This design comes from an exercise in tuning for small area, a short achievable clock period and few clock cycles per item on the open sky130 flow, not from production work.
RTL that was checked went through simulation tests only; none was proved equivalent to the original.
The RTL of run 1 was laid out without a check of its function.

## flow/design.v (module list and top-level ports; edited modules follow where they fit)
// module Calvalid: 894 lines
// module CalvalidR: 902 lines
// module LowN: 7 lines
// module LowR: 5 lines
// module HiBit: 5 lines
// module LowBit: 4 lines
// module And2: 3 lines
// module And3: 3 lines
// module And4: 3 lines
// module Nand2: 3 lines
// module Nand3: 3 lines
// module Nor2: 3 lines
// module Nor3: 3 lines
// module FullAdd: 4 lines
// module HitTest: 36 lines
// module RippleSub: 35 lines
module HitTest(
    input clk,
    input rst,
    input start,
    input rsel,
    input [15:0] x,
    input [15:0] y,
    input [15:0] notex,
    input [15:0] notey,
    input signed [15:0] indx,
    input signed [15:0] indy,
    output valJR,
    output valE,
    output valr,
    output valR,
    output reg ready
);
  // ...
==> flow/flow/run.sh <==
#!/bin/bash
set -euo pipefail
B="BUFFER_PORTS_ARGS=-buffer_cell sky130_fd_sc_hd__buf_1"
R=orfs/results/sky130hd/HitTest/base
bash standard.sh "$B" floorplan > standard_floorplan.log 2>&1
cat > upsize.tcl <<EOT
read_liberty $FLOW_HOME/platforms/sky130hd/lib/sky130_fd_sc_hd__tt_025C_1v80.lib
read_db $R/2_floorplan.odb
set n 0
foreach inst [[ord::get_db_block] getInsts] {
  set name [\$inst getName]
  if {[[\$inst getMaster] getName] eq "sky130_fd_sc_hd__dfxtp_1" && [string match {n[ab][xy]*} \$name]} {
    replace_cell \$name sky130_fd_sc_hd__dfxtp_4
    incr n
  }
}
puts "upsized \$n registers"
write_db $R/2_floorplan.odb
EOT
openroad -no_init -exit upsize.tcl > upsize.log 2>&1
bash standard.sh "$B" finish > standard_finish.log 2>&1
==> flow/standard.sh <==
#!/bin/bash
# synth_recipe.tcl (not shown) runs the flow's synth.tcl, then flattens the netlist and writes it again
# the make line also repeats each setting of config.mk as NAME=value (left out here)
make -C /OpenROAD-flow-scripts/flow DESIGN_CONFIG=/design/flow/config.mk WORK_HOME=/design/flow/orfs CLKGATE_MAP_FILE= SYNTH_SCRIPT=/design/flow/synth_recipe.tcl "${@:-finish}"
==> flow/config.mk <==
export PLATFORM = sky130hd
export DESIGN_NAME = HitTest
export DESIGN_NICKNAME = HitTest
export VERILOG_FILES = /design/flow/design.v
export SDC_FILE = /design/flow/constraint.sdc
export NUM_CORES = 4
export LEC_CHECK = 0
export CAP_MARGIN = 20
export CORE_MARGIN = 2
export CORE_UTILIZATION = 60
export SETUP_SLACK_MARGIN = 2.5
export SLEW_MARGIN = 20
export SYNTH_HIERARCHICAL = 1
export SYNTH_MINIMUM_KEEP_SIZE = 0
==> flow/constraint.sdc <==
create_clock -name core_clock -period 10.0 [get_ports {clk}]
set_input_delay 2.0000 -clock core_clock [delete_from_list [all_inputs] [get_ports {clk}]]
set_output_delay 2.0000 -clock core_clock [all_outputs]
set_load 0.01 [all_outputs]
==> metrics.md, run 1 <==
| Metric | Value |
|---|---|
| Most common cell on crit path | fa_1 |
| Final ANT Viol Nets | 0 |
| Non-Filler Instances | 2220 |
| Post-Synth Adder-Cell Area | 61.9% |
| Synth top area share | 56.1% |
| Fraction of registers with async set/reset | 0% |
| Starting Density | 61.3% |
| Max Clk Rate | 139 MHz |
| Final Hold Fails | 0 |
| Sequential share of cell area | 8.35% |
| Slowest-stage cell, CP | fa_1 |
| Drt first pass iters | 5 |
| Die Span X | 182 um |
| H-Tree Depth | 3 |
| Hold depth | 1 |
| Inverters | 55 |
| Largest family of logic cells by synthesized area | adder cells |
| Outcome | complete, no violations |
| Met2 Use GR | 53.9% |
| Simple-gate share of the synthesized area | 17.1% |
| Multi-input logic area | 16800 um^2 |
| Wire length per cell | 21.2 um |
| Comb_multi_in | 1576 |
| RSZ-0062 raised after global routing | no |
| Worst hold path endpoint | rs |
| Syn. warnings | 7 |
==> module LowN, before the edit <==
module LowN(input [12:0] lx, ly, input rsel, output c, inJR, inE, inR);
wire [12:0] l;
assign {c, l} = lx + ly;
assign inJR = l <= 13'd5625;
assign inE = l <= 13'd1024;
assign inR = l <= (rsel ? 13'd26 : 13'd37);
endmodule
==> module LowR, before the edit <==
module LowR(input [5:0] lx, ly, input rsel, output c, inR);
wire [5:0] l;
assign {c, l} = lx + ly;
assign inR = l <= (rsel ? 6'd26 : 6'd37);
endmodule
==> run 2: changes to the inputs <==
--- a/flow/design.v
+++ b/flow/design.v
@@ -823,79 +823,91 @@
 FullAdd fa559(.a(s515), .b(s540), .c(c539), .s(s559), .co(c559));
 wire s560, c560;
 FullAdd fa560(.a(c515), .b(s541), .c(c540), .s(s560), .co(c560));
 wire s561, c561;
 FullAdd fa561(.a(c517), .b(s542), .c(c541), .s(s561), .co(c561));
 wire s562, c562;
 FullAdd fa562(.a(c519), .b(s543), .c(c542), .s(s562), .co(c562));
 wire s563 = c521 ^ s544 ^ c543;
-wire [12:0] lx = {c524, c523, c482, c481, s424, c422, s358, c356, s302, t167, t1, 1'b0, a[0]};
-wire [12:0] ly = {s525, s524, s523, s482, s481, s423, s422, s357, s356, s301, t151, 1'b0, b[0]};
+wire s564 = a[0] ^ b[0];
+wire c564 = a[0] & b[0];
+wire s565 = t1 ^ t151;
+wire c565 = t1 & t151;
+wire s566, c566;
+FullAdd fa566(.a(t167), .b(c565), .c(s301), .s(s566), .co(c566));
+wire s567, c567;
+FullAdd fa567(.a(s302), .b(s356), .c(c566), .s(s567), .co(c567));
+wire s568, c568;
+FullAdd fa568(.a(c356), .b(s357), .c(c567), .s(s568), .co(c568));
+wire [5:0] ll = {s568, s567, s566, s565, c564, s564};
+wire cr = c568;
+wire [6:0] lx = {c524, c523, c482, c481, s424, c422, s358};
+wire [6:0] ly = {s525, s524, s523, s482, s481, s423, s422};
 wire cl;
-wire h564;
-LowBit #(.ZI(0)) hb564(.x(s545), .y(c525), .c(cl), .ok(h564));
-wire okl = h564;
-wire h565;
-HiBit #(.ZI(0), .ZP(0)) hb565(.x(s546), .y(c545), .xp(s545), .yp(c525), .ok(h565));
-wire h566;
-HiBit #(.ZI(0), .ZP(0)) hb566(.x(s547), .y(c546), .xp(s546), .yp(c545), .ok(h566));
-wire h567;
-HiBit #(.ZI(0), .ZP(0)) hb567(.x(s548), .y(c547), .xp(s547), .yp(c546), .ok(h567));
-wire h568;
-HiBit #(.ZI(0), .ZP(0)) hb568(.x(s549), .y(c548), .xp(s548), .yp(c547), .ok(h568));
 wire h569;
-HiBit #(.ZI(1), .ZP(0)) hb569(.x(s550), .y(c549), .xp(s549), .yp(c548), .ok(h569));
+LowBit #(.ZI(0)) hb569(.x(s545), .y(c525), .c(cl), .ok(h569));
+wire okl = h569;
 wire h570;
-HiBit #(.ZI(1), .ZP(1)) hb570(.x(s551), .y(c550), .xp(s550), .yp(c549), .ok(h570));
+HiBit #(.ZI(0), .ZP(0)) hb570(.x(s546), .y(c545), .xp(s545), .yp(c525), .ok(h570));
 wire h571;
-HiBit #(.ZI(1), .ZP(1)) hb571(.x(s552), .y(c551), .xp(s551), .yp(c550), .ok(h571));
+HiBit #(.ZI(0), .ZP(0)) hb571(.x(s547), .y(c546), .xp(s546), .yp(c545), .ok(h571));
 wire h572;
-HiBit #(.ZI(1), .ZP(1)) hb572(.x(s553), .y(c552), .xp(s552), .yp(c551), .ok(h572));
+HiBit #(.ZI(0), .ZP(0)) hb572(.x(s548), .y(c547), .xp(s547), .yp(c546), .ok(h572));
 wire h573;
-HiBit #(.ZI(1), .ZP(1)) hb573(.x(s554), .y(c553), .xp(s553), .yp(c552), .ok(h573));
+HiBit #(.ZI(0), .ZP(0)) hb573(.x(s549), .y(c548), .xp(s548), .yp(c547), .ok(h573));
 wire h574;
-HiBit #(.ZI(1), .ZP(1)) hb574(.x(s555), .y(c554), .xp(s554), .yp(c553), .ok(h574));
+HiBit #(.ZI(1), .ZP(0)) hb574(.x(s550), .y(c549), .xp(s549), .yp(c548), .ok(h574));
 wire h575;
-HiBit #(.ZI(1), .ZP(1)) hb575(.x(s556), .y(c555), .xp(s555), .yp(c554), .ok(h575));
+HiBit #(.ZI(1), .ZP(1)) hb575(.x(s551), .y(c550), .xp(s550), .yp(c549), .ok(h575));
 wire h576;
-HiBit #(.ZI(1), .ZP(1)) hb576(.x(s557), .y(c556), .xp(s556), .yp(c555), .ok(h576));
+HiBit #(.ZI(1), .ZP(1)) hb576(.x(s552), .y(c551), .xp(s551), .yp(c550), .ok(h576));
 wire h577;
-HiBit #(.ZI(1), .ZP(1)) hb577(.x(s558), .y(c557), .xp(s557), .yp(c556), .ok(h577));
+HiBit #(.ZI(1), .ZP(1)) hb577(.x(s553), .y(c552), .xp(s552), .yp(c551), .ok(h577));
 wire h578;
-HiBit #(.ZI(1), .ZP(1)) hb578(.x(s559), .y(c558), .xp(s558), .yp(c557), .ok(h578));
+HiBit #(.ZI(1), .ZP(1)) hb578(.x(s554), .y(c553), .xp(s553), .yp(c552), .ok(h578));
 wire h579;
-HiBit #(.ZI(1), .ZP(1)) hb579(.x(s560), .y(c559), .xp(s559), .yp(c558), .ok(h579));
+HiBit #(.ZI(1), .ZP(1)) hb579(.x(s555), .y(c554), .xp(s554), .yp(c553), .ok(h579));
 wire h580;
-HiBit #(.ZI(1), .ZP(1)) hb580(.x(s561), .y(c560), .xp(s560), .yp(c559), .ok(h580));
+HiBit #(.ZI(1), .ZP(1)) hb580(.x(s556), .y(c555), .xp(s555), .yp(c554), .ok(h580));
 wire h581;
-HiBit #(.ZI(1), .ZP(1)) hb581(.x(s562), .y(c561), .xp(s561), .yp(c560), .ok(h581));
+HiBit #(.ZI(1), .ZP(1)) hb581(.x(s557), .y(c556), .xp(s556), .yp(c555), .ok(h581));
 wire h582;
-HiBit #(.ZI(1), .ZP(1)) hb582(.x(s563), .y(c562), .xp(s562), .yp(c561), .ok(h582));
+HiBit #(.ZI(1), .ZP(1)) hb582(.x(s558), .y(c557), .xp(s557), .yp(c556), .ok(h582));
+wire h583;
+HiBit #(.ZI(1), .ZP(1)) hb583(.x(s559), .y(c558), .xp(s558), .yp(c557), .ok(h583));
+wire h584;
+HiBit #(.ZI(1), .ZP(1)) hb584(.x(s560), .y(c559), .xp(s559), .yp(c558), .ok(h584));
+wire h585;
+HiBit #(.ZI(1), .ZP(1)) hb585(.x(s561), .y(c560), .xp(s560), .yp(c559), .ok(h585));
+wire h586;
+HiBit #(.ZI(1), .ZP(1)) hb586(.x(s562), .y(c561), .xp(s561), .yp(c560), .ok(h586));
+wire h587;
+HiBit #(.ZI(1), .ZP(1)) hb587(.x(s563), .y(c562), .xp(s562), .yp(c561), .ok(h587));
 wire lJR, lE, lR;
-LowN low(.lx(lx), .ly(ly), .rsel(rsel), .c(cl), .inJR(lJR), .inE(lE), .inR(lR));
-wire q583;
-Nand3 g583(.a(h565), .b(h566), .c(h567), .y(q583));
-wire q584;
-Nand3 g584(.a(h568), .b(h569), .c(h570), .y(q584));
-wire q585;
-Nand3 g585(.a(h571), .b(h572), .c(h573), .y(q585));
-wire q586;
-Nand3 g586(.a(h574), .b(h575), .c(h576), .y(q586));
-wire q587;
-Nand3 g587(.a(h577), .b(h578), .c(h579), .y(q587));
+LowN low(.ll(ll), .cr(cr), .lx(lx), .ly(ly), .rsel(rsel), .c(cl), .inJR(lJR), .inE(lE), .inR(lR));
 wire q588;
-Nand3 g588(.a(h580), .b(h581), .c(h582), .y(q588));
+Nand3 g588(.a(h570), .b(h571), .c(h572), .y(q588));
 wire q589;
-Nor3 g589(.a(q583), .b(q584), .c(q585), .y(q589));
+Nand3 g589(.a(h573), .b(h574), .c(h575), .y(q589));
 wire q590;
-Nor3 g590(.a(q586), .b(q587), .c(q588), .y(q590));
-And4 g591(.a(q589), .b(q590), .c(lJR), .d(okl), .y(inJR));
-And4 g592(.a(q589), .b(q590), .c(lE), .d(okl), .y(inE));
-And4 g593(.a(q589), .b(q590), .c(lR), .d(okl), .y(inR));
+Nand3 g590(.a(h576), .b(h577), .c(h578), .y(q590));
+wire q591;
+Nand3 g591(.a(h579), .b(h580), .c(h581), .y(q591));
+wire q592;
+Nand3 g592(.a(h582), .b(h583), .c(h584), .y(q592));
+wire q593;
+Nand3 g593(.a(h585), .b(h586), .c(h587), .y(q593));
+wire q594;
+Nor3 g594(.a(q588), .b(q589), .c(q590), .y(q594));
+wire q595;
+Nor3 g595(.a(q591), .b(q592), .c(q593), .y(q595));
+And4 g596(.a(q594), .b(q595), .c(lJR), .d(okl), .y(inJR));
+And4 g597(.a(q594), .b(q595), .c(lE), .d(okl), .y(inE));
+And4 g598(.a(q594), .b(q595), .c(lR), .d(okl), .y(inR));
 endmodule
 module CalvalidR(
     input [16:0] na, nb,
     input rsel,
     output inR
 );
 wire [16:0] a = ~na;
 wire [16:0] b = ~nb;
@@ -1703,112 +1715,121 @@
 FullAdd fa552(.a(s497), .b(s526), .c(c525), .s(s552), .co(c552));
 wire s553, c553;
 FullAdd fa553(.a(c497), .b(s527), .c(c526), .s(s553), .co(c553));
 wire s554, c554;
 FullAdd fa554(.a(c499), .b(s528), .c(c527), .s(s554), .co(c554));
 wire s555, c555;
 FullAdd fa555(.a(c501), .b(s529), .c(c528), .s(s555), .co(c555));
 wire s556 = c503 ^ s530 ^ c529;
-wire [5:0] lx = {c330, s302, t167, t1, 1'b0, a[0]};
-wire [5:0] ly = {s331, s330, s301, t151, 1'b0, b[0]};
-wire cl;
-wire h557;
-LowBit #(.ZI(0)) hb557(.x(s531), .y(c331), .c(cl), .ok(h557));
-wire okl = h557;
-wire h558;
-HiBit #(.ZI(0), .ZP(0)) hb558(.x(s532), .y(c531), .xp(s531), .yp(c331), .ok(h558));
-wire h559;
-HiBit #(.ZI(0), .ZP(0)) hb559(.x(s533), .y(c532), .xp(s532), .yp(c531), .ok(h559));
-wire h560;
-HiBit #(.ZI(0), .ZP(0)) hb560(.x(s534), .y(c533), .xp(s533), .yp(c532), .ok(h560));
-wire h561;
-HiBit #(.ZI(0), .ZP(0)) hb561(.x(s535), .y(c534), .xp(s534), .yp(c533), .ok(h561));
+wire s557 = a[0] ^ b[0];
+wire c557 = a[0] & b[0];
+wire s558 = t1 ^ t151;
+wire c558 = t1 & t151;
+wire s559, c559;
+FullAdd fa559(.a(t167), .b(c558), .c(s301), .s(s559), .co(c559));
+wire s560, c560;
+FullAdd fa560(.a(s302), .b(s330), .c(c559), .s(s560), .co(c560));
+wire s561, c561;
+FullAdd fa561(.a(c330), .b(s331), .c(c560), .s(s561), .co(c561));
+wire [5:0] l = {s561, s560, s559, s558, c557, s557};
+wire cl = c561;
 wire h562;
-HiBit #(.ZI(0), .ZP(0)) hb562(.x(s536), .y(c535), .xp(s535), .yp(c534), .ok(h562));
+LowBit #(.ZI(0)) hb562(.x(s531), .y(c331), .c(cl), .ok(h562));
+wire okl = h562;
 wire h563;
-HiBit #(.ZI(0), .ZP(0)) hb563(.x(s537), .y(c536), .xp(s536), .yp(c535), .ok(h563));
+HiBit #(.ZI(0), .ZP(0)) hb563(.x(s532), .y(c531), .xp(s531), .yp(c331), .ok(h563));
 wire h564;
-HiBit #(.ZI(0), .ZP(0)) hb564(.x(s538), .y(c537), .xp(s537), .yp(c536), .ok(h564));
+HiBit #(.ZI(0), .ZP(0)) hb564(.x(s533), .y(c532), .xp(s532), .yp(c531), .ok(h564));
 wire h565;
-HiBit #(.ZI(0), .ZP(0)) hb565(.x(s539), .y(c538), .xp(s538), .yp(c537), .ok(h565));
+HiBit #(.ZI(0), .ZP(0)) hb565(.x(s534), .y(c533), .xp(s533), .yp(c532), .ok(h565));
 wire h566;
-HiBit #(.ZI(0), .ZP(0)) hb566(.x(s540), .y(c539), .xp(s539), .yp(c538), .ok(h566));
+HiBit #(.ZI(0), .ZP(0)) hb566(.x(s535), .y(c534), .xp(s534), .yp(c533), .ok(h566));
 wire h567;
-HiBit #(.ZI(0), .ZP(0)) hb567(.x(s541), .y(c540), .xp(s540), .yp(c539), .ok(h567));
+HiBit #(.ZI(0), .ZP(0)) hb567(.x(s536), .y(c535), .xp(s535), .yp(c534), .ok(h567));
 wire h568;
-HiBit #(.ZI(0), .ZP(0)) hb568(.x(s542), .y(c541), .xp(s541), .yp(c540), .ok(h568));
+HiBit #(.ZI(0), .ZP(0)) hb568(.x(s537), .y(c536), .xp(s536), .yp(c535), .ok(h568));
 wire h569;
-HiBit #(.ZI(1), .ZP(0)) hb569(.x(s543), .y(c542), .xp(s542), .yp(c541), .ok(h569));
+HiBit #(.ZI(0), .ZP(0)) hb569(.x(s538), .y(c537), .xp(s537), .yp(c536), .ok(h569));
 wire h570;
-HiBit #(.ZI(1), .ZP(1)) hb570(.x(s544), .y(c543), .xp(s543), .yp(c542), .ok(h570));
+HiBit #(.ZI(0), .ZP(0)) hb570(.x(s539), .y(c538), .xp(s538), .yp(c537), .ok(h570));
 wire h571;
-HiBit #(.ZI(1), .ZP(1)) hb571(.x(s545), .y(c544), .xp(s544), .yp(c543), .ok(h571));
+HiBit #(.ZI(0), .ZP(0)) hb571(.x(s540), .y(c539), .xp(s539), .yp(c538), .ok(h571));
 wire h572;
-HiBit #(.ZI(1), .ZP(1)) hb572(.x(s546), .y(c545), .xp(s545), .yp(c544), .ok(h572));
+HiBit #(.ZI(0), .ZP(0)) hb572(.x(s541), .y(c540), .xp(s540), .yp(c539), .ok(h572));
 wire h573;
-HiBit #(.ZI(1), .ZP(1)) hb573(.x(s547), .y(c546), .xp(s546), .yp(c545), .ok(h573));
+HiBit #(.ZI(0), .ZP(0)) hb573(.x(s542), .y(c541), .xp(s541), .yp(c540), .ok(h573));
 wire h574;
-HiBit #(.ZI(1), .ZP(1)) hb574(.x(s548), .y(c547), .xp(s547), .yp(c546), .ok(h574));
+HiBit #(.ZI(1), .ZP(0)) hb574(.x(s543), .y(c542), .xp(s542), .yp(c541), .ok(h574));
 wire h575;
-HiBit #(.ZI(1), .ZP(1)) hb575(.x(s549), .y(c548), .xp(s548), .yp(c547), .ok(h575));
+HiBit #(.ZI(1), .ZP(1)) hb575(.x(s544), .y(c543), .xp(s543), .yp(c542), .ok(h575));
 wire h576;
-HiBit #(.ZI(1), .ZP(1)) hb576(.x(s550), .y(c549), .xp(s549), .yp(c548), .ok(h576));
+HiBit #(.ZI(1), .ZP(1)) hb576(.x(s545), .y(c544), .xp(s544), .yp(c543), .ok(h576));
 wire h577;
-HiBit #(.ZI(1), .ZP(1)) hb577(.x(s551), .y(c550), .xp(s550), .yp(c549), .ok(h577));
+HiBit #(.ZI(1), .ZP(1)) hb577(.x(s546), .y(c545), .xp(s545), .yp(c544), .ok(h577));
 wire h578;
-HiBit #(.ZI(1), .ZP(1)) hb578(.x(s552), .y(c551), .xp(s551), .yp(c550), .ok(h578));
+HiBit #(.ZI(1), .ZP(1)) hb578(.x(s547), .y(c546), .xp(s546), .yp(c545), .ok(h578));
 wire h579;
-HiBit #(.ZI(1), .ZP(1)) hb579(.x(s553), .y(c552), .xp(s552), .yp(c551), .ok(h579));
+HiBit #(.ZI(1), .ZP(1)) hb579(.x(s548), .y(c547), .xp(s547), .yp(c546), .ok(h579));
 wire h580;
-HiBit #(.ZI(1), .ZP(1)) hb580(.x(s554), .y(c553), .xp(s553), .yp(c552), .ok(h580));
+HiBit #(.ZI(1), .ZP(1)) hb580(.x(s549), .y(c548), .xp(s548), .yp(c547), .ok(h580));
 wire h581;
-HiBit #(.ZI(1), .ZP(1)) hb581(.x(s555), .y(c554), .xp(s554), .yp(c553), .ok(h581));
+HiBit #(.ZI(1), .ZP(1)) hb581(.x(s550), .y(c549), .xp(s549), .yp(c548), .ok(h581));
 wire h582;
-HiBit #(.ZI(1), .ZP(1)) hb582(.x(s556), .y(c555), .xp(s555), .yp(c554), .ok(h582));
+HiBit #(.ZI(1), .ZP(1)) hb582(.x(s551), .y(c550), .xp(s550), .yp(c549), .ok(h582));
+wire h583;
+HiBit #(.ZI(1), .ZP(1)) hb583(.x(s552), .y(c551), .xp(s551), .yp(c550), .ok(h583));
+wire h584;
+HiBit #(.ZI(1), .ZP(1)) hb584(.x(s553), .y(c552), .xp(s552), .yp(c551), .ok(h584));
+wire h585;
+HiBit #(.ZI(1), .ZP(1)) hb585(.x(s554), .y(c553), .xp(s553), .yp(c552), .ok(h585));
+wire h586;
+HiBit #(.ZI(1), .ZP(1)) hb586(.x(s555), .y(c554), .xp(s554), .yp(c553), .ok(h586));
+wire h587;
+HiBit #(.ZI(1), .ZP(1)) hb587(.x(s556), .y(c555), .xp(s555), .yp(c554), .ok(h587));
 wire lR;
-LowR low(.lx(lx), .ly(ly), .rsel(rsel), .c(cl), .inR(lR));
-wire q583;
-Nand3 g583(.a(h558), .b(h559), .c(h560), .y(q583));
-wire q584;
-Nand3 g584(.a(h561), .b(h562), .c(h563), .y(q584));
-wire q585;
-Nand3 g585(.a(h564), .b(h565), .c(h566), .y(q585));
-wire q586;
-Nand3 g586(.a(h567), .b(h568), .c(h569), .y(q586));
-wire q587;
-Nand3 g587(.a(h570), .b(h571), .c(h572), .y(q587));
+LowR low(.l(l), .rsel(rsel), .inR(lR));
 wire q588;
-Nand3 g588(.a(h573), .b(h574), .c(h575), .y(q588));
+Nand3 g588(.a(h563), .b(h564), .c(h565), .y(q588));
 wire q589;
-Nand3 g589(.a(h576), .b(h577), .c(h578), .y(q589));
+Nand3 g589(.a(h566), .b(h567), .c(h568), .y(q589));
 wire q590;
-Nand2 g590(.a(h579), .b(h580), .y(q590));
+Nand3 g590(.a(h569), .b(h570), .c(h571), .y(q590));
 wire q591;
-Nand2 g591(.a(h581), .b(h582), .y(q591));
+Nand3 g591(.a(h572), .b(h573), .c(h574), .y(q591));
 wire q592;
-Nor3 g592(.a(q583), .b(q584), .c(q585), .y(q592));
+Nand3 g592(.a(h575), .b(h576), .c(h577), .y(q592));
 wire q593;
-Nor3 g593(.a(q586), .b(q587), .c(q588), .y(q593));
+Nand3 g593(.a(h578), .b(h579), .c(h580), .y(q593));
 wire q594;
-Nor3 g594(.a(q589), .b(q590), .c(q591), .y(q594));
-wire ol595;
-And2 g596(.a(lR), .b(okl), .y(ol595));
-And4 g597(.a(q592), .b(q593), .c(q594), .d(ol595), .y(inR));
+Nand3 g594(.a(h581), .b(h582), .c(h583), .y(q594));
+wire q595;
+Nand2 g595(.a(h584), .b(h585), .y(q595));
+wire q596;
+Nand2 g596(.a(h586), .b(h587), .y(q596));
+wire q597;
+Nor3 g597(.a(q588), .b(q589), .c(q590), .y(q597));
+wire q598;
+Nor3 g598(.a(q591), .b(q592), .c(q593), .y(q598));
+wire q599;
+Nor3 g599(.a(q594), .b(q595), .c(q596), .y(q599));
+wire ol600;
+And2 g601(.a(lR), .b(okl), .y(ol600));
+And4 g602(.a(q597), .b(q598), .c(q599), .d(ol600), .y(inR));
 endmodule
-module LowN(input [12:0] lx, ly, input rsel, output c, inJR, inE, inR);
-wire [12:0] l;
-assign {c, l} = lx + ly;
+module LowN(input [5:0] ll, input cr, input [6:0] lx, ly, input rsel,
+            output c, inJR, inE, inR);
+wire [6:0] lh;
+assign {c, lh} = lx + ly + cr;
+wire [12:0] l = {lh, ll};
 assign inJR = l <= 13'd5625;
 assign inE = l <= 13'd1024;
 assign inR = l <= (rsel ? 13'd26 : 13'd37);
 endmodule
-module LowR(input [5:0] lx, ly, input rsel, output c, inR);
-wire [5:0] l;
-assign {c, l} = lx + ly;
+module LowR(input [5:0] l, input rsel, output inR);
 assign inR = l <= (rsel ? 6'd26 : 6'd37);
 endmodule
 module HiBit #(parameter ZI = 0, ZP = 0) (input x, y, xp, yp, output ok);
 wire p = ZI ? ~(x ^ y) : (x ^ y);
 wire g = ZP ? (xp & yp) : (xp | yp);
 assign ok = p == g;
 endmodule
 module LowBit #(parameter ZI = 0) (input x, y, c, output ok);
==> flow/config.mk (replaced) <==
export PLATFORM = sky130hd
export DESIGN_NAME = HitTest
export DESIGN_NICKNAME = HitTest
export VERILOG_FILES = /design/flow/design.v
export SDC_FILE = /design/flow/constraint.sdc
export NUM_CORES = 4
export LEC_CHECK = 0
export CAP_MARGIN = 20
export CORE_MARGIN = 2
export CORE_UTILIZATION = 60
export CTS_BUF_LIST = sky130_fd_sc_hd__clkbuf_8
export SETUP_SLACK_MARGIN = 2.5
export SLEW_MARGIN = 20
export SYNTH_HIERARCHICAL = 1
export SYNTH_MINIMUM_KEEP_SIZE = 0
==> metrics.md, run 2 <==
| Metric | Value |
|---|---|
| Register area | 1660 um^2 |
| Vias per cell | 5.82 |
| Worst path arrival time | 5.07 ns |
| Die height | 179 um |
| CTS tree | done |
| Seq/Total Area, Yosys | 7.63% |
| Commonest register cell after synthesis | dfxtp_1 |
| Final ANT Viol Nets | 0 (unchanged) |
| Remaining global-route overflow | 0 |
| Max_slew headroom | 68.8% |
| Post-CTS Setup Bufs | 0 |
| GP Congestion | 0.883 |
| Critical path class | reg2out |
| CP peak stage delay | 0.55 ns |
| Syn Inst Count | 1756 |
| Largest cells by area after synthesis | fa_1 (58%), nor2_1 (10%), dfxtp_1 (7.6%) |
| Type of origin of the critical path | register |
| Fraction of registers with async set/reset | 0% (unchanged) |
| # DRC | 0 |
| Hold Buf Count CTS | 0 |
| Layout area overhead | 4.21% |
| Syn. warnings | 7 (unchanged) |
| Largest net degree at the start of global routing | 19 |
| Wire length per cell | 21.6 um (+2.1%) |
| Fin nets | 2454 |
| Vias in the first global route | 13789 |
| Post-synth cell types | 49 |
| Synth top area share | 58.4% (+2.3 points) |
| Worst Tran Pin Value | 0.467 ns |
| Initial antenna violation count | 2 |
| Starting Density | 60.5% (-0.79 points) |
| Max Cap Viol | 0 |
| Most frequent cells in the layout | fa_1 (536), nor2_1 (507), buf_1 (104) |
| Root buffer cell | clkbuf_8 |
| #FFs+latches synth | 70 |
| Max-slew violations | 0 |
| Die Span X | 179 um (-1.4%) |
| Clock slew at reported path FFs | 0.08 ns |
| Drt first pass iters | 5 (unchanged) |
| Tcrit/Tclk final | 70.7% |
| Post-synth EDFFs | 0 |
| H-Tree Depth | 3 (unchanged) |
| Die area | 32000 um^2 |
| Final wirelength | 46200 um |
| Number of placement rows | 64 |
| Maximum buffer depth of the clock tree | 2 |
| Number of I/O pins | 105 |
| Place WS | 3.33 ns |
| Synthesized cell area | 18400 um^2 |
| Num CTS Buffers | 9 |
| Filler cells | 2521 |
| Crit path capture type | output pin |
| RSZ-0062 raised after global routing | no |
| Resized cells post-CTS | 0 |
| Setup TNS | 0 ns |
| Slowest-stage cell, CP | fa_1 |
| Dominant cell by count in the synthesized netlist | fa_1 |
| Total track usage | 31.8% |
| Final setup viols | 0 |
| Max Clk Rate | 141 MHz (+1.8%) |
| Wire length of the first global-routing pass | 75600 um |
| Final Hold Fails | 0 (unchanged) |
| Minimum clock period | 7.07 ns |
| Syn Area/Cell | 10.5 um^2 |
| Core region area | 30300 um^2 |
| Crit path max fanout | 18 |
| Commonest non-fill, non-tap cell in the layout | fa_1 |
| Most common cell on crit path | fa_1 |
| Final worst slack | 2.93 ns |
| Most common library cells after synthesis | fa_1 (536), nor2_1 (507), clkbuf_1 (122) |
| Number of diodes | 0 |
| Yosys top cell by area | fa_1 |
| Worst path required time | 8.00 ns |
| HPWL Detailed | 36900 um |
| DRT iter0 DRCs | 665 |
| CTS sink cnt | 70 |
| Ratio of cells with drive above 1 in the final layout | 8.49% |
| Crit-path cells | or2_2 > fa_1 > fa_1 > fa_1 > fa_1 > fa_1 > fa_1 > xor2_1 > xnor2_1 > nand3_1 > nor3_2 > and4_1 > buf_1 |
| PortBufs | 104 |
| Vias | 12447 |
| Outcome | complete, no violations |
| Hold crit path type | in2reg |
| Multi-input logic area | 16200 um^2 (-3.2%) |
## run 2: Yosys stat by module (local to each module, per instance), a selection
module	cells inside	cell area [um^2]	times used	flip-flops and latches
And4	1	8.76	4	0
LowN	65	499	1	0
Nand3	1	5.00	13	0
HitTest	103	1540	1	70
And2	1	6.26	1	0
CalvalidR	392	1850	1	0
FullAdd	1	20.0	534	0
## run 2: cells by family (layout without fill, tap and decap cells)
family / after synthesis / count (layout) / synth area share [%]
buf+inv: 187 / 175 / 3.98
xor+xnor: 103 / 103 / 5.21
flops: 70 / 70 / 7.63
fa+ha+maj: 615 / 615 / 63.8
compound gates: 69 / 69 / 2.44
simple gates: 712 / 712 / 17.0
## run 2: final cells by class
class	instances	share of cell area, %
Multi-Input combinational cell	1499	84.8
Clock buffer	9	0.647
Inverter	55	1.08
Sequential cell	70	8.65
Timing Repair Buffer	104	2.04
Clock inverter	7	0.176
Tap cell	396	2.59
## run 2: per-layer routing
metal	share of wire (%)	routed length (um)	global-route usage (%)	up-vias
met5	0.048	22	0	-
met4	2.4	1110	8.77	4
met3	7.5	3480	7.12	66
met2	50	23200	53.3	448
met1	40	18500	42.1	6611
li1	-	-	-	5318
## run 2: path summary, 6_finish.rpt
check / startpoint / endpoint / slack, ns / cells past startpoint
max: nax[1] / valJR / 2.93 / 13
min: rsel / rs / 1.71 / 1
## run 2: worst max-delay path: cells and delay by family, from the launching register on
kind / cells / cell delay (ns)
simple gates: 4 / 1.08
fa+ha+maj: 6 / 2.74
buf+inv: 1 / 0.15
xor+xnor: 2 / 0.31
flops: 1 / 0.41
## run 2: through the flow
| stage | util [%] | hold slack (ns) | cell area [um^2] | cells |
|---|---|---|---|---|
| 2_1_floorplan | - | 2.03 | 18400 | 1756 |
| 3_3_place_gp | 62.6 | 2.10 | 19000 | 2124 |
| 3_5_place_dp | 62.6 | 2.10 | 19000 | 2124 |
| 4_1_cts | 63.1 | 1.68 | 19100 | 2140 |
| 5_1_grt | 63.1 | 1.70 | 19100 | 2140 |
| 6_report | 63.1 | 1.71 | 19100 | 2140 |
Testbench counts of run 2, summed over its fixed seeds: cycles 16,000, items 16,000.
==> run 3: changes to the inputs <==
--- a/flow/config.mk
+++ b/flow/config.mk
@@ -7,8 +7,7 @@
 export LEC_CHECK = 0
 export CAP_MARGIN = 20
 export CORE_MARGIN = 2
-export CORE_UTILIZATION = 60
-export CTS_BUF_LIST = sky130_fd_sc_hd__clkbuf_8
+export CORE_UTILIZATION = 70
 export SETUP_SLACK_MARGIN = 2.5
 export SLEW_MARGIN = 20
 export SYNTH_HIERARCHICAL = 1
==> metrics.md, run 3 <==
| Metric | Value |
|---|---|
| Outcome | complete, no violations |
| Final wirelength | 44900 um (-2.9%) |
| # DRC | 0 (unchanged) |
| Final setup viols | 0 (unchanged) |
| Commonest non-fill, non-tap cell in the layout | fa_1 |
| Slowest-stage cell, CP | fa_1 |
| Setup TNS | 0 ns (unchanged) |
| Most frequent cells in the layout | fa_1 (536), nor2_1 (507), buf_1 (104) |
| Max_slew headroom | 72.4% (+3.6 points) |
| Synth top area share | 58.4% (unchanged) |
| Core region area | 25900 um^2 (-15%) |
| Vias in the first global route | 14225 (+3.2%) |
| Met2 Use GR | 59.0% (+5.8 points) |
| Ratio of cells with drive above 1 in the final layout | 8.66% (+0.17 points) |
| Num CTS Buffers | 9 (unchanged) |
| Final ANT Viol Nets | 0 (unchanged) |
| Die Span X | 166 um (-7.3%) |
| Fin nets | 2454 (unchanged) |
| Fraction of registers with async set/reset | 0% (unchanged) |
| Starting Density | 70.9% (+10 points) |
| Resized cells post-CTS | 0 (unchanged) |
| Max-slew violations | 0 (unchanged) |
| Minimum clock period | 7.02 ns (-0.0478 ns) |
| Number of placement rows | 59 (-7.8%) |
| Commonest register cell after synthesis | dfxtp_1 |
| Layout area overhead | 4.54% |
| Most common library cells after synthesis | fa_1 (536), nor2_1 (507), clkbuf_1 (122) |
| Critical path class | reg2out |
| Syn Inst Count | 1756 (unchanged) |
| Filler cells | 1838 (-27%) |
| Largest cells by area after synthesis | fa_1 (58%), nor2_1 (10%), dfxtp_1 (7.6%) |
| Maximum buffer depth of the clock tree | 2 (unchanged) |
| Crit path capture type | output pin |
| Total track usage | 35.2% (+3.4 points) |
| Post-synth cell types | 49 (unchanged) |
| Final core occ | 74.1% (+11 points) |
| Worst path arrival time | 5.02 ns (-0.05 ns) |
| Seq/Total Area, Yosys | 7.63% (unchanged) |
| Root buffer cell | clkbuf_16 |
| Final Hold Fails | 0 (unchanged) |
| PortBufs | 104 (unchanged) |
| Synthesized cell area | 18400 um^2 (unchanged) |
| HPWL Detailed | 35800 um (-3.0%) |
| GR Layer Usage met3 | 4.98% (-2.1 points) |
| Multi-input logic area | 16200 um^2 (unchanged) |
| CTS sink cnt | 70 (unchanged) |
| Clock slew at reported path FFs | 0.06 ns (-0.02 ns) |
| Hold crit path type | in2reg |
| Type of origin of the critical path | register |
| Worst path required time | 8.00 ns (about the same) |
| Met1 usage | 48.1% (+6.0 points) |
| Max Clk Rate | 142 MHz (+0.68%) |
| Die height | 166 um (-7.3%) |
| Drt first pass iters | 5 (unchanged) |
| Most common cell on crit path | fa_1 |
| H-Tree Depth | 3 (unchanged) |
| Vias per cell | 6.10 (+4.8%) |
| Number of I/O pins | 105 (unchanged) |
| Crit-path cells | or2_2 > fa_1 > fa_1 > fa_1 > fa_1 > fa_1 > fa_1 > xor2_1 > xnor2_1 > nand3_1 > nor3_2 > and4_1 > buf_1 |
| Hold Buf Count CTS | 0 (unchanged) |
| GP Congestion | 0.929 (+5.3%) |
| Max Cap Viol | 0 (unchanged) |
| Worst Tran Pin Value | 0.412 ns (-0.0551 ns) |
| Worst Path Buf+Inv | 1 (unchanged) |
| CP peak stage delay | 0.55 ns (about the same) |
| Crit path max fanout | 18 (unchanged) |
| Wire length of the first global-routing pass | 75300 um (-0.40%) |
| Wire length per cell | 21.6 um (-0.21%) |
| Syn. warnings | 7 (unchanged) |
| Post-synth EDFFs | 0 (unchanged) |
| Syn Area/Cell | 10.5 um^2 (unchanged) |
| #FFs+latches synth | 70 (unchanged) |
| Register area | 1660 um^2 (unchanged) |
| Yosys top cell by area | fa_1 |
| RSZ-0062 raised after global routing | no |
| Remaining global-route overflow | 0 (unchanged) |
| Post-CTS Setup Bufs | 0 (unchanged) |
| Vias | 12702 (+2.0%) |
| CTS tree | done |
| DRT iter0 DRCs | 906 (+36%) |
| Grt peak-use layer | met2 |
| Cell family with most CP delay | adder cells |
| Largest net degree at the start of global routing | 19 (unchanged) |
| Die area | 27600 um^2 (-14%) |
| Dominant cell by count in the synthesized netlist | fa_1 |
| Tcrit/Tclk final | 70.2% (-0.48 points) |
| Initial antenna violation count | 4 (+2) |
-- run 3: cell counts after synthesis --
No cell type changed its count.
-- run 3: worst paths after layout --
kind,start,endpoint,slack (ns),cells after the start
setup / recovery,nax[2],valJR,2.98,13
hold / removal,rsel,rs,1.76,1
-- run 3: per-module statistics from Yosys (local to each module, per instance), excerpt --
module | flip-flops and latches | cell area, um^2 | times used
CalvalidR | 0 | 1850 | 1
HitTest | 70 | 1540 | 1
RippleSub | 0 | 148 | 4
LowR | 0 | 141 | 1
Nor3 | 0 | 10.0 | 5
And4 | 0 | 8.76 | 4
And2 | 0 | 6.26 | 1
Nand3 | 0 | 5.00 | 13
-- run 3: kinds of logic (layout without fill, tap and decap cells) --
logic type                 after synthesis  count (layout)  share of synthesized area (%)
AOI/OAI and AO/OA                       69              69                           2.44
xor gates and xnor gates               103             103                           5.21
adders and majority gates              615             615                           63.8
buffers and inverters                  187             175                           3.98
DFF                                     70              70                           7.63
other                                    0               4                              0
and+or+nand+nor                        712             712                           17.0
-- run 3: area by class of cell --
type,instances,area share [%]
sequential,70,8.63
antenna,4,0.0521
clock buffer,10,1.24
tap,335,2.18
clock inverter,6,0.235
multi-input combinational,1499,84.6
timing repair buffer,104,2.03
inverter,55,1.07
-- run 3: per-stage QoR --
step                instances  hold WS (ns)  setup slack (ns)  cell area [um^2]
global route             2083          1.76              2.80             19200
global placement         2063          2.10              3.34             18900
finish                   2083          1.76              2.98             19200
floorplan                1756          2.03              3.50             18400
CTS                      2079          1.76              2.95             19200
detailed placement       2063          2.12              3.31             18900
-- run 3: layer usage --
layer | wire length, um | up-vias | part of all wire (%)
li1 | - | 5323 | -
met1 | 17100 | 6676 | 38
met2 | 22900 | 605 | 51
met5 | 0 | - | 0
met4 | 1340 | 0 | 3.0
met3 | 3620 | 98 | 8.1
==> run 4: changes to the inputs <==
--- a/flow/flow/run.sh
+++ b/flow/flow/run.sh
@@ -10,7 +10,7 @@
 foreach inst [[ord::get_db_block] getInsts] {
   set name [\$inst getName]
   if {[[\$inst getMaster] getName] eq "sky130_fd_sc_hd__dfxtp_1" && [string match {n[ab][xy]*} \$name]} {
-    replace_cell \$name sky130_fd_sc_hd__dfxtp_4
+    replace_cell \$name sky130_fd_sc_hd__dfxtp_2
     incr n
   }
 }
--- a/flow/config.mk
+++ b/flow/config.mk
@@ -7,7 +7,7 @@
 export LEC_CHECK = 0
 export CAP_MARGIN = 20
 export CORE_MARGIN = 2
-export CORE_UTILIZATION = 70
+export CORE_UTILIZATION = 60
 export SETUP_SLACK_MARGIN = 2.5
 export SLEW_MARGIN = 20
 export SYNTH_HIERARCHICAL = 1
==> metrics.md, run 4 <==
| Metric | Value |
|---|---|
| DRT iter0 DRCs | 705 (-22%) |
| Die height | 179 um (+7.8%) |
| Final ANT Viol Nets | 0 (unchanged) |
| Grt peak-use layer | met2 |
| Die area | 32000 um^2 (+16%) |
| Vias | 12493 (-1.6%) |
| Ratio of cells with drive above 1 in the final layout | 8.66% (unchanged) |
| Slowest-stage cell, CP | dfxtp_2 |
| RSZ-0062 raised after global routing | no |
| Hold crit path type | in2reg |
| Met2 Use GR | 55.7% (-3.3 points) |
| Root buffer cell | clkbuf_16 |
| Max Clk Rate | 138 MHz (-3.4%) |
| Number of diodes | 0 (-4) |
| Setup TNS | 0 ns (unchanged) |
| Number of I/O pins | 105 (unchanged) |
| Crit-path cells | nor2b_1 > fa_1 > fa_1 > fa_1 > fa_1 > fa_1 > fa_1 > xor2_1 > xnor2_1 > nand3_1 > nor3_2 > and4_1 > buf_1 |
| Minimum clock period | 7.27 ns (+0.249 ns) |
| Post-synth cell types | 49 (unchanged) |
| Vias per cell | 5.84 (-4.3%) |
| GR Layer Usage met3 | 3.48% (-1.5 points) |
| Place WS | 3.11 ns (-0.203 ns) |
| Die Span X | 179 um (+7.8%) |
| Worst Path Buf+Inv | 1 (unchanged) |
| GP Congestion | 0.886 (-4.6%) |
| #FFs+latches synth | 70 (unchanged) |
| Critical path depth | 13 (unchanged) |
| Syn Area/Cell | 10.5 um^2 (unchanged) |
| Largest cells by area after synthesis | fa_1 (58%), nor2_1 (10%), dfxtp_1 (7.6%) |
| Hold Buf Count CTS | 0 (unchanged) |
| Syn Inst Count | 1756 (unchanged) |
| Initial antenna violation count | 0 (-4) |
| Register area | 1490 um^2 (-10%) |
| HPWL Detailed | 36900 um (+3.1%) |
| Final setup viols | 0 (unchanged) |
| Number of placement rows | 64 (+8.5%) |
| Outcome | complete, no violations |
| PortBufs | 104 (unchanged) |
| Synthesized cell area | 18400 um^2 (unchanged) |
| Core region area | 30300 um^2 (+17%) |
| Max_slew headroom | 61.6% (-11 points) |
| # DRC | 0 (unchanged) |
| CP peak stage delay | 0.58 ns (+0.03 ns) |
| Final wirelength | 45700 um (+1.8%) |
| CTS tree | done |
| Max-slew violations | 0 (unchanged) |
| Yosys top cell by area | fa_1 |
| Commonest register cell after synthesis | dfxtp_1 |
| Multi-input logic area | 16200 um^2 (unchanged) |
| Final Hold Fails | 0 (unchanged) |
| Crit path capture type | output pin |
| Fin nets | 2454 (unchanged) |
| Max Cap Viol | 0 (unchanged) |
| Starting Density | 60.5% (-10 points) |
| Drt first pass iters | 5 (unchanged) |
| Post-synth EDFFs | 0 (unchanged) |
| Hold depth | 1 (unchanged) |
| Most common cell on crit path | fa_1 |
| Tcrit/Tclk final | 72.7% (+2.5 points) |
| Post-CTS Setup Bufs | 0 (unchanged) |
| Filler cells | 2537 (+38%) |
| Num CTS Buffers | 9 (unchanged) |
| Worst Tran Pin Value | 0.576 ns (+0.164 ns) |
| Worst path arrival time | 5.27 ns (+0.25 ns) |
| Dominant cell by count in the synthesized netlist | fa_1 |
| Commonest non-fill, non-tap cell in the layout | fa_1 |
| Layout area overhead | 3.93% |
| Fraction of registers with async set/reset | 0% (unchanged) |
| Clock slew at reported path FFs | 0.06 ns (about the same) |
| Resized cells post-CTS | 0 (unchanged) |
| Wire length per cell | 21.4 um (-0.89%) |
| Wire length of the first global-routing pass | 75100 um (-0.26%) |
| Syn. warnings | 7 (unchanged) |
| Type of origin of the critical path | register |
| Most frequent cells in the layout | fa_1 (536), nor2_1 (507), buf_1 (104) |
| Synth top area share | 58.4% (unchanged) |
| Vias in the first global route | 14056 (-1.2%) |
| CTS sink cnt | 70 (unchanged) |
| Cell family with most CP delay | adder cells |
| Seq/Total Area, Yosys | 7.63% (unchanged) |
| Crit path max fanout | 18 (unchanged) |
| Total track usage | 31.3% (-3.8 points) |
| Maximum buffer depth of the clock tree | 2 (unchanged) |
| Largest net degree at the start of global routing | 19 (unchanged) |
| Final worst slack | 2.73 ns (-0.249 ns) |
| Most common library cells after synthesis | fa_1 (536), nor2_1 (507), clkbuf_1 (122) |
| Met1 usage | 40.3% (-7.8 points) |
| Worst path required time | 8.00 ns (about the same) |
| Remaining global-route overflow | 0 (unchanged) |
| H-Tree Depth | 3 (unchanged) |
| Critical path class | reg2out |
## run 4: changes by cell type in the layout (fill, tap and decap cells not counted)
cell | previous run | this run
dfxtp_2 | 0 | 68
dfxtp_4 | 68 | 0
clkinv_2 | 1 | 4
clkinv_4 | 0 | 2
diode_2 | 4 | 0
inv_6 | 2 | 0
clkinvlp_4 | 3 | 0
## run 4: cell families after synthesis
logic type	synth area share [%]
compound gates	2.44
xor+xnor	5.21
fa+ha+maj	63.8
buf+inv	3.98
flops	7.63
simple gates	17.0
## run 4: final cells by class
cell class | count | share of cell area, %
tap | 396 | 2.60
sequential | 70 | 7.79
clock inverter | 6 | 0.197
multi-input combinational | 1499 | 85.0
inverter | 55 | 1.08
clock buffer | 10 | 1.25
timing repair buffer | 104 | 2.04
## run 4: per-stage QoR
step	utilization, %	instance area (um^2)	hold slack, ns	instances
final	62.9	19100	1.76	2140
after CTS	62.9	19100	1.74	2140
after global routing	62.9	19100	1.75	2140
after detailed placement	62.0	18800	2.10	2124
after floorplan	-	18400	2.03	1756
after global placement	62.0	18800	2.11	2124
## run 4: worst paths after layout
kind,slack (ns),start,to
worst max-delay path,2.73,nax[8],valE
worst min-delay path,1.76,rsel,rs
## run 4: per-module statistics from Yosys (local to each module, per instance), excerpt
module	cells inside	flops+latches	area [um^2]	times used
RippleSub	22	0	148	4
FullAdd	1	0	20.0	534
Nand3	1	0	5.00	13
LowN	65	0	499	1
HitTest	103	70	1540	1
CalvalidR	392	0	1850	1
Nor3	1	0	10.0	5
Nand2	1	0	3.75	2
## run 4: per-layer routing
metal,vias up,wire length [um]
li1,5310,-
met1,6715,17800
met2,380,24300
met3,88,2140
met4,0,1410
met5,-,0
==> run 5: changes to the inputs <==
--- a/flow/flow/run.sh
+++ b/flow/flow/run.sh
@@ -10,7 +10,7 @@
 foreach inst [[ord::get_db_block] getInsts] {
   set name [\$inst getName]
   if {[[\$inst getMaster] getName] eq "sky130_fd_sc_hd__dfxtp_1" && [string match {n[ab][xy]*} \$name]} {
-    replace_cell \$name sky130_fd_sc_hd__dfxtp_2
+    replace_cell \$name sky130_fd_sc_hd__dfxtp_4
     incr n
   }
 }
==> metrics.md, run 5 <==
| Metric | Value |
|---|---|
| Largest net degree at the start of global routing | 19 (unchanged) |
| Fraction of registers with async set/reset | 0% (unchanged) |
| Worst path required time | 8.00 ns (about the same) |
| Max_slew headroom | 69.2% (+7.6 points) |
| Seq/Total Area, Yosys | 7.63% (unchanged) |
| Post-synth cell types | 49 (unchanged) |
| Max-slew violations | 0 (unchanged) |
| H-Tree Depth | 3 (unchanged) |
| Most frequent cells in the layout | fa_1 (536), nor2_1 (507), buf_1 (104) |
| CTS tree | done |
| Worst path arrival time | 5.02 ns (-0.25 ns) |
| RSZ-0062 raised after global routing | no |
| Syn. warnings | 7 (unchanged) |
| Vias per cell | 5.82 (-0.23%) |
| Layout area overhead | 4.76% |
| Wire length of the first global-routing pass | 75600 um (+0.65%) |
| Worst Tran Pin Value | 0.462 ns (-0.114 ns) |
| Dominant cell by count in the synthesized netlist | fa_1 |
| HPWL Detailed | 36900 um (about the same) |
| Synth top area share | 58.4% (unchanged) |
| Total track usage | 31.8% (+0.45 points) |
| Starting Density | 60.5% (unchanged) |
| Outcome | complete, no violations |
| Core region area | 30300 um^2 (unchanged) |
| DRT iter0 DRCs | 706 (+0.14%) |
| Final ANT Viol Nets | 0 (unchanged) |
| Crit path max fanout | 18 (unchanged) |
| Register area | 1660 um^2 (+11%) |
| Number of I/O pins | 105 (unchanged) |
| Die height | 179 um (unchanged) |
| Die Span X | 179 um (unchanged) |
| Syn Inst Count | 1756 (unchanged) |
| Final setup viols | 0 (unchanged) |
| Filler cells | 2504 (-1.3%) |
| Hold Buf Count CTS | 0 (unchanged) |
| GP Congestion | 0.883 (-0.42%) |
| Drt first pass iters | 5 (unchanged) |
| Synthesized cell area | 18400 um^2 (unchanged) |
| Clock slew at reported path FFs | 0.06 ns (about the same) |
| Hold slack final | 1.75 ns (-0.00744 ns) |
| Number of placement rows | 64 (unchanged) |
| Commonest register cell after synthesis | dfxtp_1 |
| Initial antenna violation count | 2 (+2) |
| Setup TNS | 0 ns (unchanged) |
| Root buffer cell | clkbuf_16 |
| Final wirelength | 46200 um (+1.0%) |
| #FFs+latches synth | 70 (unchanged) |
| Multi-input logic area | 16200 um^2 (unchanged) |
| Largest cells by area after synthesis | fa_1 (58%), nor2_1 (10%), dfxtp_1 (7.6%) |
| Tcrit/Tclk final | 70.2% (-2.4 points) |
| Num CTS Buffers | 9 (unchanged) |
| Commonest non-fill, non-tap cell in the layout | fa_1 |
| Type of origin of the critical path | register |
| Syn Area/Cell | 10.5 um^2 (unchanged) |
| Remaining global-route overflow | 0 (unchanged) |
| Vias in the first global route | 13795 (-1.9%) |
| Yosys top cell by area | fa_1 |
| Most common library cells after synthesis | fa_1 (536), nor2_1 (507), clkbuf_1 (122) |
| Wire length per cell | 21.6 um (+1.0%) |
| Final core occ | 63.4% (+0.50 points) |
| Hold crit path type | in2reg |
| Minimum clock period | 7.02 ns (-0.245 ns) |
| Critical path class | reg2out |
| Resized cells post-CTS | 0 (unchanged) |
| Number of diodes | 0 (unchanged) |
| Die area | 32000 um^2 (unchanged) |
| Final Hold Fails | 0 (unchanged) |
| Post-synth EDFFs | 0 (unchanged) |
| Fin nets | 2454 (unchanged) |
| Max Cap Viol | 0 (unchanged) |
| # DRC | 0 (unchanged) |
| Vias | 12464 (-0.23%) |
| Max Clk Rate | 142 MHz (+3.5%) |
| Crit path capture type | output pin |
| CTS sink cnt | 70 (unchanged) |
| Maximum buffer depth of the clock tree | 2 (unchanged) |
| PortBufs | 104 (unchanged) |
| Post-CTS Setup Bufs | 0 (unchanged) |
| Ratio of cells with drive above 1 in the final layout | 8.49% (-0.17 points) |
run 5: cell counts after synthesis:
No cell type changed its count.
run 5: per-module statistics from Yosys (local to each module, per instance), excerpt:
module | flops+latches | cells
Calvalid | 0 | 399
CalvalidR | 0 | 392
HitTest | 70 | 103
LowN | 0 | 65
RippleSub | 0 | 22
LowR | 0 | 19
FullAdd | 0 | 1
Nor3 | 0 | 1
And4 | 0 | 1
And2 | 0 | 1
Nand3 | 0 | 1
Nand2 | 0 | 1
run 5: per-stage QoR:
stage,std cells,area [um^2],setup WS [ns]
2_1_floorplan,1756,18400,3.50
3_3_place_gp,2124,19000,3.36
3_5_place_dp,2124,19000,3.33
4_1_cts,2140,19200,2.96
5_1_grt,2140,19200,2.75
6_report,2140,19200,2.98
run 5: final timing paths:
path / start / end / slack (ns) / cells after the start
setup / recovery: nax[1] / valJR / 2.98 / 13
hold / removal: rsel / rs / 1.75 / 1
run 5: critical path, cell delays in order (launching register included):
cell and delay, ns:
dfxtp_4 0.41, or2_2 0.33, fa_1 0.42, fa_1 0.47
fa_1 0.44, fa_1 0.45, fa_1 0.41, fa_1 0.55
xor2_1 0.18, xnor2_1 0.13, nand3_1 0.10, nor3_2 0.39
and4_1 0.26, buf_1 0.15
run 5: cells by family after synthesis:
kind of cell,after synthesis,synth area share (%)
and+or+nand+nor,712,17.0
adders and majority gates,615,63.8
buffers and inverters,187,3.98
xor gates and xnor gates,103,5.21
DFF,70,7.63
AOI/OAI and AO/OA,69,2.44
run 5: routing by layer:
| metal | up-vias | GRT usage, % | share of wire (%) |
|---|---|---|---|
| li1 | 5318 | - | - |
| met1 | 6631 | 42.2 | 40 |
| met2 | 451 | 53.3 | 50 |
| met3 | 60 | 7.19 | 7.8 |
| met4 | 4 | 8.06 | 2.3 |
| met5 | - | 0 | 0.054 |
run 5: cell type report:
| type | instances | share of cell area [%] |
|---|---|---|
| Multi-Input combinational cell | 1499 | 84.4 |
| Sequential cell | 70 | 8.61 |
| Clock inverter | 5 | 0.137 |
| Tap cell | 396 | 2.57 |
| Timing Repair Buffer | 104 | 2.03 |
| Clock buffer | 11 | 1.21 |
| Inverter | 55 | 1.07 |
==> run 6: changes to the inputs <==
--- a/flow/config.mk
+++ b/flow/config.mk
@@ -8,7 +8,7 @@
 export CAP_MARGIN = 20
 export CORE_MARGIN = 2
 export CORE_UTILIZATION = 60
-export SETUP_SLACK_MARGIN = 2.5
+export SETUP_SLACK_MARGIN = 3.3
 export SLEW_MARGIN = 20
 export SYNTH_HIERARCHICAL = 1
 export SYNTH_MINIMUM_KEEP_SIZE = 0
==> metrics.md, run 6 <==
| Metric | Value |
|---|---|
| Ratio of cells with drive above 1 in the final layout | 13.8% (+5.4 points) |
| DRT iter0 DRCs | 814 (+15%) |
| Hold Buf Count CTS | 0 (unchanged) |
| Worst Path Buf+Inv | 1 (unchanged) |
| CTS sink cnt | 70 (unchanged) |
| Place WS | 3.33 ns (unchanged) |
| Maximum buffer depth of the clock tree | 2 (unchanged) |
| Slowest-stage cell, CP | fa_1 |
| Wire length per cell | 21.3 um (-1.1%) |
| Commonest non-fill, non-tap cell in the layout | fa_1 |
| Wire length of the first global-routing pass | 77300 um (+2.2%) |
| Synthesized cell area | 18400 um^2 (unchanged) |
| Cell family with most CP delay | adder cells |
| Most common cell on crit path | fa_1 |
| Vias | 12855 (+3.1%) |
| Most frequent cells in the layout | fa_1 (527), nor2_1 (504), buf_1 (100) |
| Max_slew headroom | 68.4% (-0.83 points) |
| Drt first pass iters | 5 (unchanged) |
| Crit-path cells | nor2_1 > fa_1 > fa_1 > fa_2 > fa_1 > fa_1 > fa_1 > xor2_1 > xnor2_1 > nand3_1 > nor3_4 > and4_1 > buf_2 |
| Final setup viols | 0 (unchanged) |
| Total track usage | 32.5% (+0.78 points) |
| Fraction of registers with async set/reset | 0% (unchanged) |
| Initial antenna violation count | 2 (unchanged) |
| Commonest register cell after synthesis | dfxtp_1 |
| Filler cells | 2431 (-2.9%) |
| Syn. warnings | 7 (unchanged) |
| Syn Inst Count | 1756 (unchanged) |
| Seq/Total Area, Yosys | 7.63% (unchanged) |
| RSZ-0062 raised after global routing | yes |
| Vias per cell | 5.80 (-0.45%) |
| PortBufs | 104 (unchanged) |
| Die height | 179 um (unchanged) |
| Number of placement rows | 64 (unchanged) |
| Worst path arrival time | 4.88 ns (-0.14 ns) |
| Core region area | 30300 um^2 (unchanged) |
| H-Tree Depth | 3 (unchanged) |
| CP peak stage delay | 0.57 ns (+0.02 ns) |
| Root buffer cell | clkbuf_16 |
| Yosys top cell by area | fa_1 |
| Type of origin of the critical path | register |
| Number of diodes | 0 (unchanged) |
| Remaining global-route overflow | 0 (unchanged) |
| Critical path class | reg2out |
| Multi-input logic area | 16300 um^2 (+0.58%) |
| GP Congestion | 0.883 (unchanged) |
| HPWL Detailed | 36900 um (unchanged) |
| Minimum clock period | 6.88 ns (-0.147 ns) |
| Clock slew at reported path FFs | 0.06 ns (about the same) |
| CTS tree | done |
| Largest net degree at the start of global routing | 19 (unchanged) |
| Worst Tran Pin Value | 0.474 ns (+0.0125 ns) |
| Worst path required time | 8.00 ns (about the same) |
| Syn Area/Cell | 10.5 um^2 (unchanged) |
| Dominant cell by count in the synthesized netlist | fa_1 |
| #FFs+latches synth | 70 (unchanged) |
| Crit path max fanout | 18 (unchanged) |
| Max Cap Viol | 0 (unchanged) |
| Final wirelength | 47300 um (+2.4%) |
| Post-synth cell types | 49 (unchanged) |
| Post-synth EDFFs | 0 (unchanged) |
| Largest cells by area after synthesis | fa_1 (58%), nor2_1 (10%), dfxtp_1 (7.6%) |
| Die area | 32000 um^2 (unchanged) |
| Max-slew violations | 0 (unchanged) |
| Fin nets | 2531 (+3.1%) |
| Die Span X | 179 um (unchanged) |
| Starting Density | 60.5% (unchanged) |
| Final ANT Viol Nets | 0 (unchanged) |
| Final Hold Fails | 0 (unchanged) |
| Register area | 1660 um^2 (unchanged) |
| Num CTS Buffers | 9 (unchanged) |
| Max Clk Rate | 145 MHz (+2.1%) |
| Crit path capture type | output pin |
| Synth top area share | 58.4% (unchanged) |
| Number of I/O pins | 105 (unchanged) |
| Setup TNS | 0 ns (unchanged) |
| Hold crit path type | in2reg |
| # DRC | 0 (unchanged) |
| Tcrit/Tclk final | 68.8% (-1.5 points) |
| Final worst slack | 3.12 ns (+0.147 ns) |
| Layout area overhead | 8.86% |
| Vias in the first global route | 14202 (+3.0%) |
| Outcome | complete, no violations |
| Most common library cells after synthesis | fa_1 (536), nor2_1 (507), clkbuf_1 (122) |
run 6: final timing paths:
check | from | endpoint | depth (start not counted)
max | nay[1] | valJR | 13
min | rsel | rs | 1
run 6: per-module statistics from Yosys, one instance, submodules excluded, a selection:
module,cells inside,flip-flops and latches,area (um^2)
CalvalidR,392,0,1850
FullAdd,1,0,20.0
LowN,65,0,499
LowR,19,0,141
Nand2,1,0,3.75
Nand3,1,0,5.00
run 6: cell type report:
| class | instances | share of cell area, % |
|---|---|---|
| flip-flops and latches | 70 | 8.28 |
| inverters | 55 | 1.03 |
| multi-input cells | 1499 | 81.7 |
| clock buffers | 11 | 1.16 |
| clock inverters | 5 | 0.131 |
| repair buffers | 181 | 5.25 |
| well taps | 396 | 2.48 |
run 6: per-layer routing:
layer / vias to the layer above / global-route usage [%] / part of all wire [%]
met5: - / 0 / 0.017
met4: 2 / 8.98 / 2.5
met3: 77 / 6.53 / 7.0
met2: 459 / 54.9 / 50
met1: 6852 / 43.2 / 40
li1: 5465 / - / -
run 6: what timing repair did:
action	CTS	global route
gates resized for setup	24	9
buffers inserted	69	8
gates cloned	0	0
endpoints found under the hold margin	0	0
endpoints found under the setup margin	4	4
pin swaps	16	8
run 6: stage by stage:
step	cells	utilization (%)	cell area [um^2]	hold WS [ns]
floorplan	1756	-	18400	2.03
global placement	2124	62.6	19000	2.10
CTS	2209	65.6	19900	1.73
finish	2217	65.9	20000	1.74
global route	2217	65.9	20000	1.74
detailed placement	2124	62.6	19000	2.10
run 6: kinds of logic (layout without fill, tap and decap cells):
kind of cell	count (synthesis)	in the layout	synth area share (%)
xor+xnor	103	103	5.21
buf+inv	187	252	3.98
fa+ha+maj	615	615	63.8
compound gates	69	69	2.44
simple gates	712	712	17.0
flops	70	70	7.63

[afterwards: timing with drivers on the ports]
In the flow no input, the clock included, has a driving cell. The finished layouts below were timed again as built, in two steps.
Step 1 (the two cells are an assumption about what drives the block):
set clk [get_ports {clk}]
set_driving_cell -lib_cell sky130_fd_sc_hd__clkbuf_16 $clk
set_driving_cell -lib_cell sky130_fd_sc_hd__buf_2 [delete_from_list [all_inputs] $clk]
Step 2 also shifts input and output timing later by t, the mid clock arrival at the registers, as if the neighbouring blocks saw the same clock.
Slacks: ideal ports / drivers / drivers and shift; pairs: ideal ports / drivers.
run	t (ns)	setup WS [ns]	cell pins on the clock port's net
run 1	0.390	2.807 / 2.763 / 3.153	1
run 2	0.425	2.932 / 2.889 / 3.314	1
run 3	0.369	2.980 / 2.944 / 3.313	1
run 4	0.382	2.731 / 2.688 / 3.069	1
run 5	0.389	2.975 / 2.927 / 3.316	1
run 6	0.391	3.123 / 3.076 / 3.467	1
After both steps every run listed still meets setup and hold.
